This is an optimization exercise on Yosys and OpenROAD, whose aim is small area and a short achievable clock period, not a production implementation. In this exercise RTL edits were held to simulation tests only and were not proved equivalent to the original. Power and IR drop assume default switching activity.

## constraint.sdc

```tcl
create_clock -name core_clock -period 8.0 [get_ports {clock}]
set_input_delay 1.6000 -clock core_clock [delete_from_list [all_inputs] [get_ports {clock}]]
set_output_delay 1.6000 -clock core_clock [all_outputs]
set_load 0.01 [all_outputs]
```

## run.sh

```bash
#!/bin/bash
# synth_recipe.tcl (not shown) runs the flow's synth.tcl, then flattens the netlist and writes it again
# the make line also repeats each setting of config.mk as NAME=value (left out here)
make -C /OpenROAD-flow-scripts/flow DESIGN_CONFIG=/design/flow/config.mk WORK_HOME=/design/flow/orfs CLKGATE_MAP_FILE= SYNTH_SCRIPT=/design/flow/synth_recipe.tcl finish
```

## config.mk

```make
export PLATFORM = sky130hd
export DESIGN_NAME = RegularFuzzification
export DESIGN_NICKNAME = RegularFuzzification
export VERILOG_FILES = /design/flow/design.v
export SDC_FILE = /design/flow/constraint.sdc
export NUM_CORES = 4
export LEC_CHECK = 0
export CAP_MARGIN = 20
export CORE_MARGIN = 2
export CORE_UTILIZATION = 40
export SETUP_SLACK_MARGIN = 3.5
export SLEW_MARGIN = 20
```

## design.v

```verilog
module RegularFuzzification(
  input        clock,
  input        reset,
  input        io_start,
  input  [9:0] io_inputs_0,
  input  [9:0] io_inputs_1,
  output       io_outResultValid,
  output [6:0] io_outResult
);
  function gt7(input [6:0] a, input [6:0] b);
    integer i;
    reg g;
    begin
      g = 1'b0;
      for (i = 0; i < 7; i = i + 1)
        g = (a[i] & ~b[i]) | (~(~a[i] & b[i]) & g);
      gt7 = g;
    end
  endfunction
  function gt10(input [9:0] a, input [9:0] b);
    integer i;
    reg g;
    begin
      g = 1'b0;
      for (i = 0; i < 10; i = i + 1)
        g = (a[i] & ~b[i]) | (~(~a[i] & b[i]) & g);
      gt10 = g;
    end
  endfunction
  wire [9:0] xi = io_inputs_0;
  wire [7:0] yi = io_inputs_1[7:0];
  wire [3:0] xseg = (xi <= 10'd50) ? 4'd0 : (xi <= 10'd150) ? 4'd1 : (xi <= 10'd200) ? 4'd2 :
                    (xi <= 10'd300) ? 4'd3 : (xi <= 10'd350) ? 4'd4 : (xi <= 10'd450) ? 4'd5 :
                    (xi <= 10'd500) ? 4'd6 : (xi <= 10'd550) ? 4'd7 : (xi <= 10'd600) ? 4'd8 : 4'd9;
  wire [9:0] cxi = (xi <= 10'd150) ? 10'd50 : (xi <= 10'd300) ? 10'd200 : (xi <= 10'd450) ? 10'd350 :
                   (xi <= 10'd500) ? 10'd450 : 10'd500;
  wire [9:0] udi = xi - cxi;
  wire [3:0] yseg = (yi <= 8'd20) ? 4'd0 : (yi <= 8'd40) ? 4'd1 : (yi <= 8'd60) ? 4'd2 :
                    (yi <= 8'd80) ? 4'd3 : (yi <= 8'd100) ? 4'd4 : (yi <= 8'd120) ? 4'd5 :
                    (yi <= 8'd140) ? 4'd6 : (yi <= 8'd160) ? 4'd7 : 4'd8;
  wire [7:0] cyi = (yi <= 8'd40) ? 8'd20 : (yi <= 8'd80) ? 8'd60 : (yi <= 8'd120) ? 8'd100 : 8'd140;
  wire [7:0] ydi = yi - cyi;
  wire [6:0] s5i = {ydi[4:0], 2'b00} + {2'b00, ydi[4:0]};
  wire [6:0] si  = (yseg == 4'd8) ? 7'd100 : yseg[0] ? s5i : 7'd0;
  reg [3:0] xs, ys;
  reg [6:0] u, s;
  always @(posedge clock) if (io_start) begin
    xs <= xseg;
    u  <= udi[6:0];
    ys <= yseg;
    s  <= si;
  end
  wire x50  = xs > 4'd0;
  wire x150 = xs > 4'd1;
  wire x200 = xs > 4'd2;
  wire x300 = xs > 4'd3;
  wire x350 = xs > 4'd4;
  wire x450 = xs > 4'd5;
  wire x500 = xs > 4'd6;
  wire x550 = xs > 4'd7;
  wire x600 = xs > 4'd8;
  wire y20  = ys > 4'd0;
  wire y40  = ys > 4'd1;
  wire y60  = ys > 4'd2;
  wire y80  = ys > 4'd3;
  wire y100 = ys > 4'd4;
  wire y120 = ys > 4'd5;
  wire y140 = ys > 4'd6;
  wire y160 = ys > 4'd7;
  wire [6:0] vC  = 7'd100;
  wire [6:0] vU  = u;
  wire [6:0] vNU = 7'd100 - u;
  wire [6:0] vFU = 7'd50 - u;
  wire [6:0] vS  = s;
  wire [6:0] vNS = 7'd100 - s;
  wire ugts     = gt7(u, s);
  wire ueqs     = u == s;
  wire u50ges   = !gt7(vFU, vNS);      
  wire uspgt100 = gt7(u, vNS);         
  wire uspge50  = !gt7(vFU, vS);       
  wire ugt50    = u > 7'd50;
  wire ugt25    = u > 7'd25;
  wire sgt50    = s > 7'd50;
  wire a_C = 1'b0;
  wire a_FU = (x500 && !x550 && y80 && !ueqs && uspge50 && !ugt25) ||
      (x500 && !x550 && y120 && !ueqs && !ugt25) ||
      (x500 && !x550 && y120 && !u50ges) ||
      (x500 && !x550 && y120 && ueqs && !uspge50);
  wire a_NS = (x600 && y80 && !sgt50) ||
      (x550 && y140 && !y160 && sgt50) ||
      (x450 && !x500 && y140 && !ugts && !sgt50) ||
      (x350 && y120 && uspgt100 && !sgt50) ||
      (x550 && y100 && uspgt100 && !sgt50) ||
      (x500 && y120 && !y160 && u50ges && uspgt100);
  wire a_NU = (x450 && !x500 && y80 && !y160 && uspgt100) ||
      (x450 && !x500 && y120 && ugts && !uspge50) ||
      (x450 && !x500 && y160 && !u50ges) ||
      (x450 && !x500 && y140 && ugts);
  wire a_S = (x600 && y60 && !y80) ||
      (x600 && y80 && !y120 && sgt50) ||
      (x450 && !x500 && y100 && !y120 && !uspgt100) ||
      (x350 && !x450 && y80 && ueqs) ||
      (x500 && !x600 && y40 && !y140 && ueqs) ||
      (x500 && y60 && !y80 && ugts) ||
      (x350 && !x450 && y100 && !y120 && ugts) ||
      (x450 && !x500 && y100 && !uspgt100 && sgt50) ||
      (x500 && !x550 && y40 && ueqs && uspge50) ||
      (x500 && y80 && !y140 && ugts && sgt50) ||
      (x350 && !x550 && y80 && ugts && sgt50) ||
      (x450 && !x550 && y80 && !y140 && !ugts && !uspge50);
  wire a_U = (x350 && !x450 && y100 && !ugts && !ueqs) ||
      (x500 && !x600 && y40 && !y140 && !ugts && !ueqs && ugt25) ||
      (x500 && !x600 && y120 && !ueqs && !uspgt100 && ugt25) ||
      (x350 && !x450 && y120 && !ueqs && !ugt50) ||
      (x500 && !x600 && y80 && !y100) ||
      (x500 && !x550 && y40 && !y100 && !ugts && !ueqs) ||
      (x500 && !x550 && y100 && !y120 && ugts) ||
      (x350 && !x450 && y120 && !y140) ||
      (x550 && !x600 && y100 && !uspgt100) ||
      (x350 && !x450 && y140 && !ueqs && !uspgt100) ||
      (x300 && !x500 && y160 && u50ges) ||
      (x350 && !x500 && y120 && !y140 && uspge50);
  wire n_C = 1'b0;
  wire n_FU = (x500 && !x600 && !y40 && !ueqs && !ugt25 && !sgt50) ||
      (x500 && !x550 && !y40 && !ugts && !uspge50) ||
      (x500 && !x600 && !y40 && u50ges && !ugt25 && sgt50);
  wire n_NS = (x600 && !y80 && !sgt50) ||
      (!x50 && !y120 && !sgt50) ||
      (x500 && y40 && !y80 && uspgt100) ||
      (!x150 && !y120 && !ugts && !sgt50) ||
      (x150 && !x200 && !y40) ||
      (x350 && !x500 && !y60 && uspgt100) ||
      (x450 && !x500 && !y40 && !ugts) ||
      (x150 && !x200 && y120 && !sgt50) ||
      (x200 && !x300 && !y60 && !ugts && !uspgt100) ||
      (!x50 && y100 && !y120) ||
      (x150 && !x300 && y140 && !ugts && !sgt50) ||
      (x200 && !x300 && !y120 && uspgt100 && !sgt50) ||
      (x50 && !x150 && !y80 && ueqs) ||
      (x50 && !x150 && !y60 && ugts && uspgt100) ||
      (x600 && y40 && !y80) ||
      (!x150 && y100 && !y120 && !ugts && !uspgt100) ||
      (x550 && !y60 && uspgt100 && !sgt50) ||
      (x200 && !x300 && y140 && !y160 && ueqs) ||
      (x50 && !x150 && y120 && uspgt100 && !sgt50) ||
      (x200 && !x300 && y100 && !y140 && ugts && sgt50) ||
      (x200 && !x300 && y100 && !y140 && ueqs && ugt50) ||
      (x500 && !x550 && !y60 && !u50ges && !uspgt100) ||
      (x150 && !x200 && y100 && uspge50 && !sgt50);
  wire n_NU = (!x200 && !y120 && ugts && !uspge50 && !ugt50) ||
      (x200 && !x300 && y120 && !ueqs && ugt50) ||
      (x50 && !x150 && !y80 && !ugts && !ueqs && uspgt100) ||
      (x50 && !x150 && y60 && !y80 && ugts) ||
      (x200 && !x350 && y100 && !u50ges && uspgt100 && !ugt50) ||
      (!x350 && y20 && !y40 && ugts && !ugt50) ||
      (x50 && !x150 && y80 && !y120 && !uspgt100 && ugt50) ||
      (x200 && !x300 && y140 && ugts) ||
      (x450 && !x500 && y20 && !y40 && ugts) ||
      (x450 && !x500 && !y20 && !uspge50) ||
      (!x300 && !y20 && !ueqs && !uspge50 && !ugt50) ||
      (x50 && !x150 && y40 && !y60 && !uspge50) ||
      (x200 && !x300 && y120 && !y140 && !uspge50) ||
      (x200 && !x300 && y80 && !ugts && !ueqs && ugt50) ||
      (x200 && !x300 && y100 && !y160 && uspgt100 && !ugt50) ||
      (!x150 && y100 && !y120 && ugts && !ugt50);
  wire n_S = (x150 && !x200 && y80 && sgt50) ||
      (!x50 && !y80 && sgt50) ||
      (x600 && !y60 && sgt50) ||
      (x200 && !x300 && y80 && !y140 && !ugts && !uspgt100) ||
      (!x150 && !y80 && !uspgt100 && sgt50) ||
      (x50 && !x200 && y140 && ueqs) ||
      (x150 && !x200 && y100 && !y120 && !uspge50) ||
      (x200 && !x300 && y40 && !y80 && ueqs) ||
      (x50 && !x200 && y100 && ugts && sgt50) ||
      (x200 && !x300 && !y80 && ugts && sgt50) ||
      (x500 && !x550 && !y100 && ueqs && uspge50) ||
      (x150 && !x300 && y140 && !uspgt100 && sgt50) ||
      (x350 && !x450 && !y60 && ueqs && !uspgt100) ||
      (x550 && !y40 && ueqs && uspgt100) ||
      (x450 && !y60 && ugts && sgt50) ||
      (x50 && !x200 && y100 && ueqs && !u50ges) ||
      (x200 && !x300 && !y80 && ueqs && ugt50) ||
      (x50 && !x150 && y80 && !y140 && uspgt100 && !sgt50) ||
      (x500 && !x550 && y40 && !y80 && ueqs);
  wire n_U = (x200 && !x300 && y40 && !y100 && !ueqs && !uspgt100) ||
      (x500 && !x600 && !y80 && !ueqs && !uspgt100 && ugt25) ||
      (x50 && !x150 && y120 && !ugts && !ueqs) ||
      (x350 && !x450 && !y40 && !ueqs && !uspgt100) ||
      (x50 && !x150 && y120 && !ueqs && !uspgt100) ||
      (x200 && !x350 && !y80 && uspgt100 && !ugt50) ||
      (x200 && !x300 && !y120 && !uspgt100 && ugt50) ||
      (x500 && !x600 && y40 && !y80 && !ueqs && !uspgt100) ||
      (x500 && !x600 && !y40 && !ugts && !ueqs && uspgt100) ||
      (x50 && !x150 && y100 && !ugts && !ueqs && uspgt100) ||
      (x50 && !x150 && !y40 && !uspgt100 && ugt50) ||
      (x200 && !x300 && !y100 && !ugts && !ueqs && ugt50) ||
      (!x500 && !y20 && uspge50) ||
      (x200 && !x300 && y80 && !y120 && ugts && !uspgt100) ||
      (!x300 && y160 && u50ges) ||
      (!x300 && y40 && !y60 && uspge50) ||
      (!x350 && y120 && !y140 && uspge50) ||
      (!x150 && y80 && !y100 && uspge50);
  wire n_c0 = (x550) ||
      (y120 && !sgt50) ||
      (x150 && y80 && !y140 && !ugts) ||
      (x500 && ugt25) ||
      (x50 && !x200 && y100 && !y120 && uspgt100) ||
      (x350 && y40) ||
      (x200 && !x300 && !y40 && ugt50 && !sgt50) ||
      (!x150 && y140 && !uspgt100) ||
      (x200 && y120 && ugts) ||
      (x200 && y140 && ueqs) ||
      (x150 && !x200 && y80 && !y120) ||
      (x500 && uspgt100);
  wire n_c1 = (x350) ||
      (x200 && y40 && !y100) ||
      (y140 && !ugts && !ueqs && uspgt100) ||
      (x200 && y100 && !y120 && ugts) ||
      (x200 && !y80 && uspgt100 && sgt50) ||
      (x150 && !x200 && y120 && sgt50) ||
      (!x200 && y120 && ueqs && uspgt100) ||
      (x150 && y120 && !ugt50 && sgt50) ||
      (!x200 && y140 && ugts && sgt50);
  wire o_C = 1'b0;
  wire o_FU = (x500 && !x550 && !y80 && sgt50) ||
      (x500 && !x550 && y40 && !y120 && !uspge50) ||
      (x500 && !x550 && y100 && !y120 && !ueqs && u50ges) ||
      (x500 && !x550 && !y100 && !ugts && ugt25) ||
      (x500 && !x550 && y60 && !y80 && !ueqs) ||
      (x500 && !x550 && !y120 && ueqs && ugt25) ||
      (x500 && !x550 && y20 && !y40 && ugts && uspge50) ||
      (x500 && !x600 && !y80 && !ueqs && uspge50 && !ugt25);
  wire o_NS = (x150 && !x300 && y40 && !y120 && !ugts && !sgt50) ||
      (x350 && !x500 && y80 && !y140 && uspgt100) ||
      (x150 && !x200 && y80 && !y120) ||
      (x450 && !x500 && y60 && !y140 && !ugts && !sgt50) ||
      (!x50 && y120 && !sgt50) ||
      (!x150 && y120 && !ugts && !sgt50) ||
      (x150 && !x200 && y40 && !y80 && !sgt50) ||
      (x200 && !x300 && !y80 && ueqs && !u50ges) ||
      (x450 && !x550 && y100 && !y120 && !u50ges) ||
      (x50 && !x150 && y40 && !y120 && uspgt100 && !sgt50) ||
      (x150 && !x300 && y100 && !y140 && !uspgt100 && sgt50) ||
      (x450 && !x500 && y100 && !y120 && !ugts) ||
      (x200 && !x300 && y140 && uspgt100 && !sgt50) ||
      (x50 && !x150 && y120 && !y160 && ueqs) ||
      (x50 && !x200 && y80 && !y140 && ugts && sgt50) ||
      (x50 && !x200 && y100 && !y120 && ueqs && ugt50) ||
      (x350 && !x550 && y40 && !y100 && uspgt100 && !sgt50) ||
      (!x50 && y80 && u50ges && uspge50) ||
      (x150 && !x200 && !y120 && uspge50 && !sgt50);
  wire o_NU = (x200 && !x300 && !y80 && !ueqs && uspgt100) ||
      (x50 && !x150 && y120 && !ueqs && ugt50) ||
      (x450 && !x500 && !y80 && uspgt100) ||
      (!x200 && y80 && !y160 && uspgt100 && !ugt50) ||
      (x150 && !x300 && y40 && !y100 && ugts && !uspge50 && !ugt50) ||
      (x200 && !x300 && y100 && !y120 && ugts && !uspgt100) ||
      (x50 && !x150 && y120 && ugts && !uspge50) ||
      (x200 && !x300 && y60 && !y80 && ugts) ||
      (x450 && !x500 && y100 && !y120 && ugts) ||
      (x450 && !x500 && y60 && !y80 && ugts) ||
      (x200 && !x300 && y40 && !y60 && ugt50) ||
      (x450 && !x500 && y80 && !y100 && !uspge50) ||
      (x450 && !x500 && y40 && !y60 && !uspge50) ||
      (x200 && !x300 && y80 && !y100 && ugt50) ||
      (!x150 && y80 && !u50ges && uspgt100 && !ugt50) ||
      (x50 && !x150 && y80 && !ugts && !ueqs && ugt50) ||
      (x50 && !x150 && y140 && ugts);
  wire o_S = (!x50 && y100 && sgt50) ||
      (x50 && !x200 && y20 && !y40 && ugts) ||
      (x200 && !x300 && y20 && !y40 && !uspgt100) ||
      (x150 && !x200 && !y80 && sgt50) ||
      (x450 && !x500 && y20 && !y40 && !uspgt100) ||
      (x50 && !x150 && !y80 && ueqs) ||
      (x350 && !x450 && !y100 && ueqs) ||
      (x350 && !x500 && y20 && !y40 && ugts) ||
      (x200 && !x300 && y120 && ueqs) ||
      (!x150 && y100 && !uspgt100 && sgt50) ||
      (x50 && !x150 && y100 && !y120 && !ugts && !sgt50) ||
      (!x50 && y100 && !y120 && !uspge50) ||
      (x450 && !x550 && y20 && !y40 && !uspge50) ||
      (x200 && !x300 && y100 && ugts && sgt50) ||
      (x450 && !x500 && !y100 && !uspgt100 && sgt50) ||
      (x200 && !x300 && !y100 && !uspgt100 && sgt50) ||
      (x350 && !x450 && !y140 && ueqs && !uspgt100) ||
      (x500 && !x550 && !y140 && ueqs && uspge50 && !ugt25) ||
      (x350 && !x550 && !y100 && ugts && sgt50) ||
      (x50 && !x200 && !y100 && ugts && sgt50) ||
      (x200 && !x300 && y80 && ueqs && uspgt100) ||
      (x200 && !x300 && y80 && !y140 && ugts && uspgt100) ||
      (x150 && !x200 && !y60 && !ueqs && !uspge50 && !ugt50);
  wire o_U = (x350 && !x450 && y60 && !y120 && !ueqs && !uspgt100) ||
      (x50 && !x150 && !y80 && !ugts && !ueqs) ||
      (x200 && !x300 && y120 && !ueqs && !uspgt100) ||
      (x350 && !x450 && !y100 && !ugts && !ueqs) ||
      (x200 && !x300 && y100 && !ugts && !ueqs && uspgt100) ||
      (x50 && !x150 && y60 && !y100 && !ueqs && !uspgt100) ||
      (x350 && !x450 && y40 && !y60) ||
      (x50 && !x150 && y40 && !y60) ||
      (!x200 && y60 && !y120 && ugts && !ugt50) ||
      (!x500 && y80 && !y100 && uspge50) ||
      (!x500 && y40 && !y60 && uspge50) ||
      (x50 && !x150 && y100 && !y120 && !uspgt100 && ugt50) ||
      (!x200 && y160 && u50ges) ||
      (!x350 && y120 && !y140 && uspge50);
  wire o_c3 = (x350) ||
      (x200 && y120) ||
      (x200 && y80 && uspgt100);
  function [6:0] pick(input c, input uu, input nu, input fu, input ss, input ns,
                      input [6:0] a, input [6:0] b, input [6:0] d, input [6:0] e, input [6:0] f, input [6:0] g);
    pick = ({7{c}} & a) | ({7{uu}} & b) | ({7{nu}} & d) | ({7{fu}} & e) | ({7{ss}} & f) | ({7{ns}} & g);
  endfunction
  wire [6:0] ov = pick(o_C, o_U, o_NU, o_FU, o_S, o_NS, vC, vU, vNU, vFU, vS, vNS);
  wire [6:0] nv = pick(n_C, n_U, n_NU, n_FU, n_S, n_NS, vC, vU, vNU, vFU, vS, vNS);
  wire [6:0] av = pick(a_C, a_U, a_NU, a_FU, a_S, a_NS, vC, vU, vNU, vFU, vS, vNS);
  reg [6:0] rov, rnv, rav;
  reg       ro3;
  reg [1:0] rnk;
  always @(posedge clock) if (io_start) begin
    rov <= ov;
    ro3 <= o_c3;
    rnv <= nv;
    rnk <= {n_c1, n_c0};
    rav <= av;
  end
  reg [6:0] rov2;
  reg       ro32;
  always @(posedge clock) if (io_start) begin
    rov2 <= rov;
    ro32 <= ro3;
  end
  wire [1:0] ok = {ro32, 1'b1};
  wire       take_new = gt7(rnv, rov2) || (rnv == rov2 && rnk < ok);
  reg  [6:0] bv;
  reg  [1:0] bk;
  always @(posedge clock) if (io_start) begin
    bv <= take_new ? rnv : rov2;
    bk <= take_new ? rnk : ok;
  end
  wire [9:0] tx = 10'd500 + bv;
  wire [4:0] t4 = yi[4:0] + 5'd20;                        
  wire [6:0] b4 = {t4, 2'b00} + {2'b00, t4};
  wire       keep = (bv == 7'd100) || (xi <= tx) || (yi <= 8'd140) ||
                    (yi <= 8'd160 && b4 <= bv);
  wire [2:0] fin = (!gt7(rav, bv) && keep) ? ((bv == 7'd0) ? 3'd0 : {1'b0, bk}) : 3'd4;
  reg [2:0] f1, f2, f3, f4, f5;
  always @(posedge clock) if (io_start) begin
    f1 <= fin;
    f2 <= f1;
    f3 <= f2;
    f4 <= f3;
    f5 <= f4;
  end
  assign io_outResultValid = 1'b0;
  assign io_outResult = io_start ? {4'd0, f5} : 7'd0;
endmodule
```

==> results of run 1 <==
## report_power, final
part / switching, uW / total [uW] / internal [uW]
combinational: 783 / 1260 / 473
sequential: 114 / 715 / 601
clock: 177 / 391 / 214
## registers in the layout, indices dropped and copies added, names as in the netlist, 4 cells and up
signal and cells:
bv 7, rav 7, rnv 7, rov2 7, rov 7, s 7, u 7, xs 4
ys 4
## worst max-delay path, delay by kind of cell
kind | cells | cell delay, ns
buffers and inverters | 2 | 0.95
and+or+nand+nor | 1 | 0.21
## layout by cell type, fill, tap and decap left out, drive strengths merged, types with 12 or more instances in the layout
master         netlist  routed
o21ai               55      55
o31ai               12      12
buf                 29      27
nand4               15      15
xnor2               27      27
nor4                13      13
nor3                34      34
edfxtp              78      78
o21a                17      17
nand3               37      37
a222oi              12      12
nand2b              12      12
a221oi              16      16
inv                 66      69
and2                14      14
o22ai               18      18
a22oi               19      19
nor2                79      79
clkdlybuf4s50        0      17
ha                  66      66
nand2               99      99
o211ai              14      14
a21oi               76      76
## metal layers
layer	share of wire	wire, um	GRT usage	vias up
met5	0	0	0	-
met4	0.035	1010	0.102	0
met3	0.099	2840	0.0455	82
met2	0.43	12300	0.378	496
met1	0.43	12400	0.362	4031
li1	-	-	-	3913
## cell families (layout without fill, tap and decap cells)
family	after synthesis	after routing
and+or+nand+nor	357	357
xor gates and xnor gates	34	34
adders and majority gates	80	80
DFF	78	78
other	1	5
muxes	12	12
buffers and inverters	145	131
AOI/OAI and AO/OA	336	336
## path summary, 6_finish.rpt
kind / endpoint / startpoint / depth (start not counted) / slack (ns)
max: io_outResult[1] / io_start / 3 / 3.63
min: f5[0]$_DFFE_PP_ / f4[0]$_DFFE_PP_ / 0 / 0.42
max reg2reg: rov[3]$_DFFE_PP_ / u[0]$_DFFE_PP_ / 12 / 3.67
min reg2reg: f5[0]$_DFFE_PP_ / f4[0]$_DFFE_PP_ / 0 / 0.42
## what timing repair did
item	CTS	global route
gates resized for setup	10	17
pin swaps	1	1
setup endpoints to repair	11	24
buffers inserted	0	7
## through the flow
step | total power (uW) | cell area (sq um) | hold WS [ns]
2_1_floorplan | 1560 | 8600 | 0.400
6_report | 2360 | 9380 | 0.418
5_1_grt | 2510 | 9380 | 0.421
3_3_place_gp | 1910 | 8930 | 0.401
4_1_cts | 2320 | 9260 | 0.418
3_5_place_dp | 1920 | 8930 | 0.405
## final cells by class
| type | count | share of cell area |
|---|---|---|
| Multi-Input combinational cell | 824 | 0.610 |
| Sequential cell | 78 | 0.250 |
| Clock buffer | 9 | 0.0240 |
| Tap cell | 275 | 0.0367 |
| Inverter | 67 | 0.0275 |
| Timing Repair Buffer | 48 | 0.0455 |
| Clock inverter | 7 | 0.00614 |
==> out/summary.txt, run 1 <==
Largest family of logic cells by synthesized area = compound AO/OA/AOI/OAI gates
Hold Buf Count CTS = 0
Seq cells post-synth = 78
CTS root buffer = clkbuf_16
Post-DRT Antenna Nets = 0
Slowest stage delay, CP = 0.53 ns
Ys flop type = edfxtp_1
Commonest cells in the netlist = 98 x nand2_1, 79 x nor2_1, 78 x edfxtp_1
Mux cell area share after synthesis = 0.0143
FMAX = 229 MHz
Avg Vias per Cell = 6.52
Layout Utilization = 0.446
Area growth syn-to-layout = 9.24%
CTS tree = yes
Starting Density = 0.408
Placed cells = 1285
CTS H-tree depth = 3
Per-cell routed wire length = 21.8 um
Leakage = 0.00356 uW
Critical path's slowest cell = clkdlybuf4s50_1
Post-synth ARST share = 0
Largest cells by area after synthesis = edfxtp_1 27%, ha_1 9.6%, nand2_1 4.3%, a21oi_1 4.3%, nor2_1 3.5%
Via count = 8522
Vias in the first global route = 7795
Min-delay worst type = reg2reg
Pin count of the biggest net entering global routing = 82
Diodes inserted = 0
IO Port Bufs = 22
Clock buffer count from CTS = 9
Post-DP HPWL = 20.6 mm
Clock transition at path regs = 0.06 ns
Setup WS post-layout = 3.63 ns
Clock Skews = 0.0110 ns
Post-synth top area cell = edfxtp_1
Netlist cell types = 94
All-layer global routing usage = 0.254
Area share of fa/ha/maj cells after synthesis = 0.117
Layout cells sized above 1 = 0.0978
Cell Pwr Density = 252 nW/um^2
Core box area = 21000 sq um
Slew @ Worst Pin = 1.20 ns
CP Class = in2out
Setup violators final = 0
EDFF count, synth = 78
Final Wtd Congestion = 0.976
Dpl ws = 2.82 ns
Max-Slew Margin vs Limit = 0.194
CTS max path bufs = 2
Die Footprint = 22700 sq um
Overflow after GRT = 0
Seq/Total Area, Yosys = 0.273
Startpoint Class = input pin
# rows = 53
Die width = 151 um
Synthesized area = 8590 sq um
Worst VDD drop = 109 uV
Sequential cell area = 2340 sq um
Fillers = 2077
Compound-Gate Fraction of Synth Area = 0.279
First-pass GRT wire length = 44.5 mm
CP required = 6.40 ns
Synth top area share = 0.273
Final Non-Filler Cells = 1308
Residual DRC count = 0
Period utilization = 0.547
Clock latency (worst-skew pair) = 0.35 ns
Status = no timing/DRC/antenna violations
Footprint of the multi-input gates = 5730 sq um
Ports = 31
Nets@finish = 1121
Final Hold Fails = 0
Critical Path Sink Type = output pin
RSZ-0062 raised after global routing = no
Most common cell in the netlist = nand2_1
Synth warn = 1
Post-Route Setup TNS = 0 ns
Initial antenna violation count = 0
Simple-gate share of the synthesized area = 0.208
CTS sink count = 78
Xor and xnor area share after synthesis = 0.0356
Die Span Y = 151 um
CP cell instances = buf_8 > and2_1 > clkdlybuf4s50_1
Avg Inst Size Synth = 8.23 sq um
DRT iter0 DRCs = 1167
Fin. max-slew vios = 0
Mapped Cells = 1043
MaxCap Viol Count = 0
TritonRoute pass-1 iters = 6
Arr. time, crit path = 2.77 ns
Post-layout min period = 4.37 ns
Routed WL = 28.6 mm
Crit path max fanout = 81
==> inputs of run 2 (changes only) <==
--- a/config.mk
+++ b/config.mk
@@ -8,5 +8,5 @@
 export CAP_MARGIN = 20
 export CORE_MARGIN = 2
 export CORE_UTILIZATION = 40
-export SETUP_SLACK_MARGIN = 3.5
+export SETUP_SLACK_MARGIN = 4.0
 export SLEW_MARGIN = 20
==> run 2 against run 1 <==
First-iteration DRC count grew 7.3%; final area grew 6.1%; non-clock buffer count grew 37; clock skew shrank 0.0022 ns; worst hold slack lost 0.010 ns; critical path depth grew 11; critical path type is now in2reg; largest power group unchanged.
==> out/summary.txt, run 2 <==
Final Hold Fails = 0 (unchanged)
Crit path max fanout = 5 (-94%)
CTS max path bufs = 2 (unchanged)
Post-layout min period = 3.94 ns (-0.429 ns)
Vias in the first global route = 8015 (+2.8%)
Setup WS post-layout = 4.06 ns (+0.429 ns)
CTS root buffer = clkbuf_16
DRT iter0 DRCs = 1252 (+7.3%)
Residual DRC count = 0 (unchanged)
FMAX = 254 MHz (+11%)
Synthesized area = 8590 sq um (unchanged)
TritonRoute pass-1 iters = 9 (+3)
RSZ-0062 raised after global routing = yes
Clock transition at path regs = 0.06 ns (about the same)
Seq cells post-synth = 78 (unchanged)
Area growth syn-to-layout = 15.9%
Ports = 31 (unchanged)
Nets@finish = 1158 (+3.3%)
Critical path's slowest cell = a221oi_4
Period utilization = 0.493 (-0.0536)
All-layer global routing usage = 0.261 (+0.00762)
Post-Route Setup TNS = 0 ns (unchanged)
Commonest non-fill, non-tap cells in the layout = 97 x nand2_1, 78 x edfxtp_1, 77 x nor2_1
Clock buffer count from CTS = 9 (unchanged)
Hold Buf Count CTS = 0 (unchanged)
Fin. max-slew vios = 0 (unchanged)
Initial antenna violation count = 0 (unchanged)
Min-delay worst type = reg2reg
Status = no timing/DRC/antenna violations
Setup violators final = 0 (unchanged)
CP required = 8.09 ns (+1.69 ns)
Mapped Cells = 1043 (unchanged)
Diodes inserted = 0 (unchanged)
Leakage = 0.00387 uW (+8.9%)
Cell Pwr Density = 248 nW/um^2 (-1.3%)
CP cell instances = buf_4 > inv_4 > ha_4 > buf_4 > ha_1 > a21o_1 > a21oi_2 > xnor2_2 > ha_1 > a21oi_2 > nor2b_1 > o22ai_2 > a221oi_4 > nor2_1
MaxCap Viol Count = 0 (unchanged)
Critical Path Sink Type = flip-flop
CTS tree = yes
Most common cell after layout, fill and taps aside = nand2_1
Largest cells by area after synthesis = edfxtp_1 27%, ha_1 9.6%, nand2_1 4.3%, a21oi_1 4.3%, nor2_1 3.5%
Synth warn = 1 (unchanged)
Seq/Total Area, Yosys = 0.273 (unchanged)
Per-cell routed wire length = 22.1 um (+1.1%)
Pin count of the biggest net entering global routing = 41 (-50%)
Ys flop type = edfxtp_1
Post-DP HPWL = 20.4 mm (-0.94%)
Max-Slew Margin vs Limit = 0.323 (+0.129)
Fillers = 2006 (-3.4%)
Most common cell in the netlist = nand2_1
Starting Density = 0.408 (unchanged)
Avg Inst Size Synth = 8.23 sq um (unchanged)
Die Span Y = 151 um (unchanged)
Final Wtd Congestion = 1.03 (+5.9%)
Die width = 151 um (unchanged)
Post-synth top area cell = edfxtp_1
Arr. time, crit path = 4.04 ns (+1.27 ns)
Synth top area share = 0.273 (unchanged)
Post-synth ARST share = 0 (unchanged)
Post-DRT Antenna Nets = 0 (unchanged)
CP Class = in2reg
Pwr Total = 2470 uW (+4.7%)
Startpoint Class = input pin
CTS H-tree depth = 3 (unchanged)
Worst VDD drop = 106 uV (-3.2%)
Commonest cells in the netlist = 98 x nand2_1, 79 x nor2_1, 78 x edfxtp_1
Overflow after GRT = 0 (unchanged)
Delay-heaviest family, CP = compound AO/OA/AOI/OAI gates
Routed WL = 29.7 mm (+4.0%)
Slew @ Worst Pin = 1.01 ns (-0.192 ns)
Core box area = 21000 sq um (unchanged)
Avg Vias per Cell = 6.56 (+0.68%)
Worst Path Buf+Inv = 3 (+1)
Clock latency (worst-skew pair) = 0.35 ns (about the same)
Clock Skews = 0.00881 ns (-0.00219 ns)
Fin Hold WS = 0.408 ns (-0.00997 ns)
Layout cells sized above 1 = 0.164 (+0.0658)
Netlist cell types = 94 (unchanged)
Die Footprint = 22700 sq um (unchanged)
Via count = 8823 (+3.5%)
CTS sink count = 78 (unchanged)
Dpl ws = 2.92 ns (+0.107 ns)
First-pass GRT wire length = 45.6 mm (+2.7%)
Slowest stage delay, CP = 0.41 ns (-0.12 ns)
EDFF count, synth = 78 (unchanged)
# rows = 53 (unchanged)
IO Port Bufs = 22 (unchanged)
==> run 2: per-stage QoR <==
step	std cells	instance area (sq um)	util
finish	1345	9950	0.473
detailed placement	1286	8960	0.426
global placement	1286	8960	0.426
global route	1345	9950	0.473
floorplan	1047	8620	-
CTS	1331	9640	0.459
==> run 2: what timing repair did <==
action	4_1_cts	5_1_grt
pin swaps	11	19
gates cloned	2	0
setup buffers	27	14
resized for setup	63	49
hold endpoints to repair	0	0
setup endpoints to repair	36	30
==> run 2: power breakdown <==
| part | internal [uW] | switching, uW |
|---|---|---|
| combinational | 537 | 868 |
| sequential | 600 | 83.8 |
| clock | 212 | 171 |
==> run 2: kinds of logic (layout without fill, tap and decap cells) <==
logic type | after synthesis | in the layout | share of synthesized area
AOI/OAI and AO/OA | 336 | 336 | 0.279
xor gates and xnor gates | 34 | 34 | 0.0356
adders and majority gates | 80 | 80 | 0.117
buffers and inverters | 145 | 168 | 0.0732
DFF | 78 | 78 | 0.273
muxes | 12 | 12 | 0.0143
other | 1 | 5 | 0.000437
and+or+nand+nor | 357 | 357 | 0.208
==> run 2: final timing paths <==
kind	from	endpoint	slack, ns	cells past startpoint
max	io_inputs_1[3]	f1[1]$_SDFFCE_PP0P_	4.06	14
min reg2reg	rov[6]$_DFFE_PP_	rov2[6]$_DFFE_PP_	0.41	0
min	rov[6]$_DFFE_PP_	rov2[6]$_DFFE_PP_	0.41	0
max reg2reg	u[1]$_DFFE_PP_	rov[6]$_DFFE_PP_	4.11	13
==> run 2: routing by layer <==
metal,routed length (um),global-route usage,up-vias,share of wire
li1,-,-,3990,-
met1,12400,0.365,4185,0.42
met2,13100,0.397,551,0.44
met3,3120,0.0573,97,0.11
met4,1070,0.0920,0,0.036
met5,0,0,-,0
==> run 2: cell type report <==
cell class / count / area, sq um / area share
Tap cell: 275 / 344 / 0.0346
Multi-Input combinational cell: 824 / 5970 / 0.600
Timing Repair Buffer: 85 / 763 / 0.0767
Inverter: 67 / 259 / 0.0260
Sequential cell: 78 / 2340 / 0.235
Clock buffer: 10 / 229 / 0.0230
Clock inverter: 6 / 45.0 / 0.00453
==> run 2: worst register-to-register path, stage by stage (launching register included) <==
cell	delay [ns]
edfxtp_1	0.50
inv_1	0.23
ha_1	0.26
and4_1	0.23
nand4_1	0.13
buf_8	0.22
o22ai_1	0.12
a32oi_2	0.25
o211ai_1	0.22
a2111oi_4	0.42
nand3_1	0.14
a211o_4	0.38
a222oi_1	0.35
o211ai_1	0.15

## port drivers added, routing unchanged
The flow's constraints put no driver on any port. The routed layouts listed below were extracted and timed again, unchanged, in two steps.
Step 1 (the two cells are an assumption about what drives the block):
set clk [get_ports {clock}]
set_driving_cell -lib_cell sky130_fd_sc_hd__clkbuf_16 $clk
set_driving_cell -lib_cell sky130_fd_sc_hd__buf_2 [delete_from_list [all_inputs] $clk]
Step 2 moves the port delays by t, midway between the first and last clock arrival at a register: inputs arrive t later, outputs are due t later. That takes back most of the time a late clock gives input paths.
a / b / c = no drivers / after step 1 / after step 2; a / b = the first two.
| run | t, ns | setup WS [ns] | worst setup path after step 2 | worst data-port slew with drivers (ns) | pins driven straight from the clock port |
|---|---|---|---|---|---|
| run 1 | 0.383 | 3.628 / 3.580 / 3.338 | input to register | 0.05 | 1 |
| run 2 | 0.384 | 4.057 / 4.042 / 3.659 | input to register | 0.17 | 1 |
After both steps setup and hold are still met in every run listed. For run 2, which loses most, drivers alone change the setup slack by -0.015 ns; drivers and shift together by -0.398 ns.
